Source: an optimization exercise on an open RTL-to-GDS flow (aim: small area). Production flows keep margins and buffers that such runs may drop. In this exercise RTL edits were held to simulation tests only and were not proved equivalent to the original.

==> flow/design.v <==
module bitcell (input clk,
                input we,
                input wen,
                input x,
                output reg q);
  always @(posedge clk)
    q <= ~((we | q) & (wen | x));
endmodule
module aoi222 (input s0, input d0, input s1, input d1, input s2, input d2,
               output y);
  assign y = ~((s0 & d0) | (s1 & d1) | (s2 & d2));
endmodule
module nand4m (input a, input b, input c, input d, output y);
  assign y = ~(a & b & c & d);
endmodule
module nor4m (input a, input b, input c, input d, output y);
  assign y = ~(a | b | c | d);
endmodule
module col_read (input [191:0] s, input [191:0] d, output y);
  wire [63:0] l1;
  wire [15:0] l2;
  wire [3:0] l3;
  genvar g;
  generate
    for (g = 0; g < 64; g = g + 1) begin : a
      aoi222 u (.s0(s[3*g]), .d0(d[191-3*g]),
                .s1(s[3*g+1]), .d1(d[190-3*g]),
                .s2(s[3*g+2]), .d2(d[189-3*g]), .y(l1[g]));
    end
    for (g = 0; g < 16; g = g + 1) begin : b
      nand4m u (.a(l1[4*g]), .b(l1[4*g+1]), .c(l1[4*g+2]), .d(l1[4*g+3]), .y(l2[g]));
    end
    for (g = 0; g < 4; g = g + 1) begin : c
      nor4m u (.a(l2[4*g]), .b(l2[4*g+1]), .c(l2[4*g+2]), .d(l2[4*g+3]), .y(l3[g]));
    end
  endgenerate
  nand4m f (.a(l3[0]), .b(l3[1]), .c(l3[2]), .d(l3[3]), .y(y));
endmodule
module colorshield (input clk,
                    input rst_n,
                    input write_en,
                    input wire [5:0] pixel_addr,
                    input wire [23:0] pixel_value,
                    output reg [7:0] channel,
                    output wire ready,
                    output wire s_sda,
                    output wire s_clk,
                    output wire s_rst,
                    output wire lat,
                    output wire sb);
  localparam W = 18;
  reg [10:0] t;
  always @(posedge clk, negedge rst_n)
    if (~rst_n) t <= 0;
    else if (t != 11'd1165) t <= t + 1'b1;
  wire g_done = (t >= 11'd1164);
  assign sb    = (t == 11'd1165);
  assign s_rst = (t >= 11'd9);
  wire g_win_clk = (t >= 11'd16) && (t <= 11'd1162);
  wire g_win_sda = (t >= 11'd13) && (t <= 11'd1162);
  wire g_clk   = g_win_clk && (t[2:0] <= 3'd2);
  wire g_sda   = g_win_sda && (t[2:0] <= 3'd2 || t[2:0] >= 3'd5);
  wire g_latch = (t != 11'd1163);
  reg        first;
  reg [10:0] u;
  reg [2:0]  c;
  always @(posedge clk, negedge rst_n)
    if (~rst_n) begin
      first <= 1'b1;
      u <= 11'd1567;
      c <= 3'd0;
    end else begin
      first <= 1'b0;
      u <= (u == 11'd1569) ? 11'd0 : u + 1'b1;
      if (u == 11'd1567 && !first) c <= c + 1'b1;
    end
  wire in_bits = (u < 11'd1536);
  wire [2:0] r = u[2:0];
  wire [7:0] j = u[10:3];
  wire frame_done = (u == 11'd1567) && !first && (c == 3'd7);
  wire waithi = (u >= 11'd1552) && (u <= 11'd1567) && !first;
  always @(posedge clk, negedge rst_n)
    if (~rst_n) channel <= 8'd0;
    else channel <= waithi ? (8'd1 << c) : 8'd0;
  reg          paint;
  reg [W-1:0]  frame_wait;
  wire send_frame = !paint && (frame_wait == 0);
  always @(posedge clk, negedge rst_n)
    if (~rst_n) begin
      paint <= 1'b0;
      frame_wait <= 0;
    end else if (paint) begin
      if (frame_done) begin
        paint <= 1'b0;
        frame_wait <= {W{1'b1}};
      end
    end else begin
      if (frame_wait != 0) frame_wait <= frame_wait - 1'b1;
      else paint <= 1'b1;
    end
  assign ready = !paint && g_done;
  reg active, rd;
  always @(posedge clk, negedge rst_n)
    if (~rst_n) begin
      active <= 1'b0;
      rd <= 1'b0;
    end else begin
      if (send_frame) active <= ~active;
      if (u == 11'd1568) rd <= active;
    end
  wire startup_clr = (t < 11'd128);
  wire swap_clr = paint && (rd == active);
  wire clr0 = startup_clr || (swap_clr && active);
  wire clr1 = startup_clr || (swap_clr && !active);
  wire clr = clr0 || clr1;
  wire we = write_en && ready;
  wire we0 = clr0 || (we && active);
  wire we1 = clr1 || (we && !active);
  wire [5:0]  waddr = clr ? u[5:0] : pixel_addr;
  wire [23:0] wdata = clr ? 24'd0 : pixel_value;
  reg par;
  always @(posedge clk) par <= ~par;
  wire [23:0] wx = wdata ^ {24{par}};
  wire [1535:0] m0, m1;
  genvar gp, gb;
  generate
    for (gp = 0; gp < 64; gp = gp + 1) begin : px
      wire e0 = we0 && (waddr == gp);
      wire e1 = we1 && (waddr == gp);
      for (gb = 0; gb < 24; gb = gb + 1) begin : bt
        bitcell c0 (.clk(clk), .we(e0), .wen(~e0), .x(wx[gb]), .q(m0[24*gp+gb]));
        bitcell c1 (.clk(clk), .we(e1), .wen(~e1), .x(wx[gb]), .q(m1[24*gp+gb]));
      end
    end
  endgenerate
  wire [191:0] sel;
  genvar gj;
  generate
    for (gj = 0; gj < 192; gj = gj + 1) begin : sl
      assign sel[gj] = (j == gj);
    end
  endgenerate
  wire [7:0] r0, r1;
  genvar gx;
  generate
    for (gx = 0; gx < 8; gx = gx + 1) begin : cr
      col_read q0 (.s(sel), .d(m0[192*gx +: 192]), .y(r0[gx]));
      col_read q1 (.s(sel), .d(m1[192*gx +: 192]), .y(r1[gx]));
    end
  endgenerate
  wire rbit = (rd ? r1[c] : r0[c]) ^ par;
  reg sda_q;
  always @(posedge clk)
    if (in_bits && r == 3'd0) sda_q <= rbit;
  wire p_sda = in_bits && r >= 3'd1 && r <= 3'd6 && sda_q;
  wire p_clk = in_bits && r >= 3'd4 && r <= 3'd6;
  wire p_latch = (u != 11'd1535);
  assign lat   = g_done ? p_latch : g_latch;
  assign s_sda = g_done ? p_sda : g_sda;
  assign s_clk = g_done ? p_clk : g_clk;
endmodule
==> flow/run.sh <==
#!/bin/bash
# synth_recipe.tcl (not shown) runs the flow's synth.tcl, then flattens the netlist and writes it again
# the make line also repeats each setting of config.mk as NAME=value (left out here)
make -C /OpenROAD-flow-scripts/flow DESIGN_CONFIG=/design/flow/config.mk WORK_HOME=/design/flow/orfs CLKGATE_MAP_FILE= SYNTH_SCRIPT=/design/flow/synth_recipe.tcl finish
==> flow/config.mk <==
export PLATFORM = sky130hd
export DESIGN_NAME = colorshield
export DESIGN_NICKNAME = colorshield
export VERILOG_FILES = /design/flow/design.v
export SDC_FILE = /design/flow/constraint.sdc
export NUM_CORES = 4
export LEC_CHECK = 0
export CAP_MARGIN = 20
export CORE_MARGIN = 2
export CORE_UTILIZATION = 40
export SLEW_MARGIN = 20
export SYNTH_HIERARCHICAL = 1
export SYNTH_MINIMUM_KEEP_SIZE = 0
==> flow/constraint.sdc <==
create_clock -name core_clock -period 8.0 [get_ports {clk}]
set_input_delay 1.6000 -clock core_clock [delete_from_list [all_inputs] [get_ports {clk}]]
set_output_delay 1.6000 -clock core_clock [all_outputs]
set_load 0.01 [all_outputs]
==> flow_summary.yaml <==
run_status:
  outcome: "no timing/DRC/antenna violations"
yosys:
  yosys_warnings: 8
  yosys.area.top_type: "dfxtp_1"
  ys_top_cells_by_count: "3073 x dfxtp_1, 3073 x o22ai_1, 1024 x a222oi_1"
  synth.area.top_cells: "dfxtp_1 61%, o22ai_1 19%, a222oi_1 10%"
  syn_inst: 8764
  ys_ff_latch: 3129
  synth_edf_count: 1
  synthArstFlopShare_pct: 1.758
  ys.flop_type: "dfxtp_1"
  syn-num-nets: 8811
  yosysUniqueCellTypes: 62
  syn_area_per_cell_um2: 11.59
  synth.top_cell.area_share_pct: 60.56
  synth_seq_area_share_pct: 61.96
  synth_area_mm2: 0.1016
final_layout:
  fillers: 22702
  drive_above_1_share_pct: 13.10
  area_delta_synth_final_pct: 18.64
  num-nets-final: 9438
  final_cells: 13003
  stdcell_area_mm2: 0.1205
clocking:
  cts_resized: 0
  clk_latency_ps: 980
  clock_sinks: 3129
  clk_path_buf_depth: 4
  h-tree-depth: 5
  numCtsBuffers: 322
  holdBufCountCts: 0
  clkTransAtPathRegs_ps: 60
  cts_root_buf: "clkbuf_16"
  cts_tree: "done"
  post-cts-setup-buffers: 0
global_route:
  grt.total_usage_pct: 31.57
  grt_pass1_vias: 89580
  grt.overflow.total: 0
  grt_pass1_wl_mm: 611.1
  grt_max_degree: 128
  antenna_found_initial: 23
sta:
  rsz0062_at_grt: "false"
  period_share_pct: 77.96
  finalHoldViolCount: 0
  final.setup_skew_ps: 55.11
  tns_ps: 0
  maxSlewViolCount: 0
  setup_viol: 0
  max_clock_freq_mhz: 160.3
  slew_headroom_pct: 13.22
  period_needed_ps: 6237
  worstMarginPinSlew_ps: 1283
floorplan:
  dieArea_mm2: 0.2580
  pin_count: 47
  die_y_um: 507.9
  core-area_mm2: 0.2532
  die_w_um: 507.9
  rows: 185
  start_util_pct: 40.11
worst_setup_path:
  critPathCaptureType: "register"
  path_cells: "nor2b_1 > nand2_1 > nor2_2 > a222oi_1 > nand4_1 > nor4_2 > nand4_1 > mux4_2 > mux4_2 > xnor2_1"
  crit_buf_inv: 0
  start_kind: "register"
  cp.arrival_ps: 6920
  critPathMaxStageDelay_ps: 1050
  path_class: "register to register"
  worst_path_max_delay_cell: "nor4_2"
  crit_required_ps: 8690
  crit_fanout: 31
  crit_family: "simple AND/OR/NAND/NOR gates"
drt:
  drt-total-wl_mm: 429.6
  vias: 95241
  route.detailed.drc: 0
  drtIter0Drc: 16703
  avgViaCountPerCell: 7.325
  ant_nets: 0
  routedWlPerCell_um: 33.04
  dr.pass1.iters: 10
power_and_ir_drop:
  combPwrFrac_pct: 0.2
  p_sw_uw: 6201
  power.density_mw_per_mm2: 254.4
  p_int_uw: 24460
  p_clk_share_pct: 48.9
  power_uw: 30660
  p_seq_share_pct: 50.8
  p_leak_uw: 0.04540
  ir_drop_mv: 0.2120
  sw_frac_of_total_pct: 20.22
placement:
  place_congestion: 0.8878
  dp.cells: 12432
  hpwl_mm: 233.9
  io_buffers: 46
  dpl_cell_area_mm2: 0.1099
min_path:
  hp-class: "register to register"
run:
  maxCapViolations: 0
[modules after synthesis (local to each module, per instance), a selection]
module	flops+latches	times used
nand4m	0	272
bitcell	1	3072
nor4m	0	64
colorshield	57	1
aoi222	0	1024
[cell usage in the layout (no fill, tap or decap), types with 24 or more instances in the layout]
master and count:
a222oi_1 1024, buf_12 24, buf_4 349, clkbuf_1 76
clkbuf_16 332, clkbuf_8 68, clkdlybuf4s50_1 41, clkinv_2 53
dfrtp_1 47, dfxtp_1 3072, mux2_2 66, mux2i_1 75
nand2_1 298, nand4_1 282, nor2_1 159, nor2_2 161
nor2_4 33, nor4_2 52, o22ai_1 3073, xnor2_2 24
[registers in the layout, summed over array words and instances, names as in the netlist, 3 cells and up]
| signal | count |
|---|---|
| px.bt.c1.q | 1536 |
| t | 11 |
| c | 3 |
| channel | 8 |
| u | 11 |
| px.bt.c0.q | 1536 |
| frame_wait | 18 |
[power groups by stage]
stage / registers (uW) / logic (uW) / clock network [uW]
global placement: 15900 / 68.8 / 0
finish: 15600 / 74.8 / 15000
global route: 15600 / 73.0 / 15700
CTS: 15600 / 69.5 / 15100
detailed placement: 15900 / 69.2 / 0
floorplan: 15900 / 12.8 / 0
[metrics by stage]
stage               hold WS, ps  setup slack, ps  util, %
floorplan                 433.2            798.7        -
global placement          439.2             1353    43.33
detailed placement        446.7             2112    43.42
CTS                       455.3             2096    47.55
global route              464.3             1822    47.58
finish                    453.3             1763    47.59
[cells by family after synthesis]
kind of cell	share of synthesized area, %
xor gates and xnor gates	0.3794
DFF	61.96
AOI/OAI and AO/OA	29.30
muxes	1.582
adders and majority gates	0.1724
other	0.003692
and+or+nand+nor	6.075
buffers and inverters	0.5346
[final cells by class]
| type | instances | area (um^2) | share of cell area (%) |
|---|---|---|---|
| diodes | 13 | 32.53 | 0.02699 |
| clock buffers | 476 | 9529 | 7.907 |
| clock inverters | 81 | 934.6 | 0.7756 |
| inverters | 14 | 52.55 | 0.04361 |
| multi-input cells | 5502 | 39240 | 32.56 |
| flip-flops and latches | 3129 | 62940 | 52.22 |
| well taps | 3366 | 4212 | 3.495 |
| repair buffers | 422 | 3573 | 2.965 |
[path summary, 6_finish.rpt]
path	startpoint	endpoint	slack (ps)	cells past startpoint
setup reg to reg	u[3]	sda_q	1760	10
max in group asynchronous	rst_n	t[8]	6510	2
min in group asynchronous	rst_n	u[5]	860	2
hold / removal	px[40].bt[23].c1.q	px[40].bt[23].c1.q	450	1
setup / recovery	u[3]	sda_q	1760	10
hold reg to reg	px[40].bt[23].c1.q	px[40].bt[23].c1.q	450	1
[worst reg2reg max path, stage by stage (launching register included)]
cell and delay (ps):
dfstp_2 940, nor2b_1 210, nand2_1 920, nor2_2 480
a222oi_1 550, nand4_1 260, nor4_2 1050, nand4_1 320
mux4_2 560, mux4_2 530, xnor2_1 160
[layer usage]
layer / GRT usage (%) / part of all wire, %
met5: 0 / 0.032
met4: 20.37 / 7.1
met3: 9.270 / 13
met2: 48.04 / 43
met1: 38.94 / 37

-- static timing again, ports no longer ideal --
How much do the figures lean on ideal ports? The routed layout below was timed once more, with nothing changed but the port constraints. Step 1 assumes that a clkbuf_16 drives the clock port and a buf_2 every other input. Step 2 also shifts input and output timing later by t, the mid clock arrival at the registers, as if the neighbouring blocks saw the same clock. Three values: ideal ports, drivers, drivers and shift; two values: the first two.
t, ns: 1.055
slack for setup (ns): 1.763 / 1.763 / 1.763
worst data-port slew with drivers (ns): 0.14
After both steps this run still meets setup and hold. The setup slack of this run moves by 0.000 ns with the drivers and by 0.000 ns with both steps.
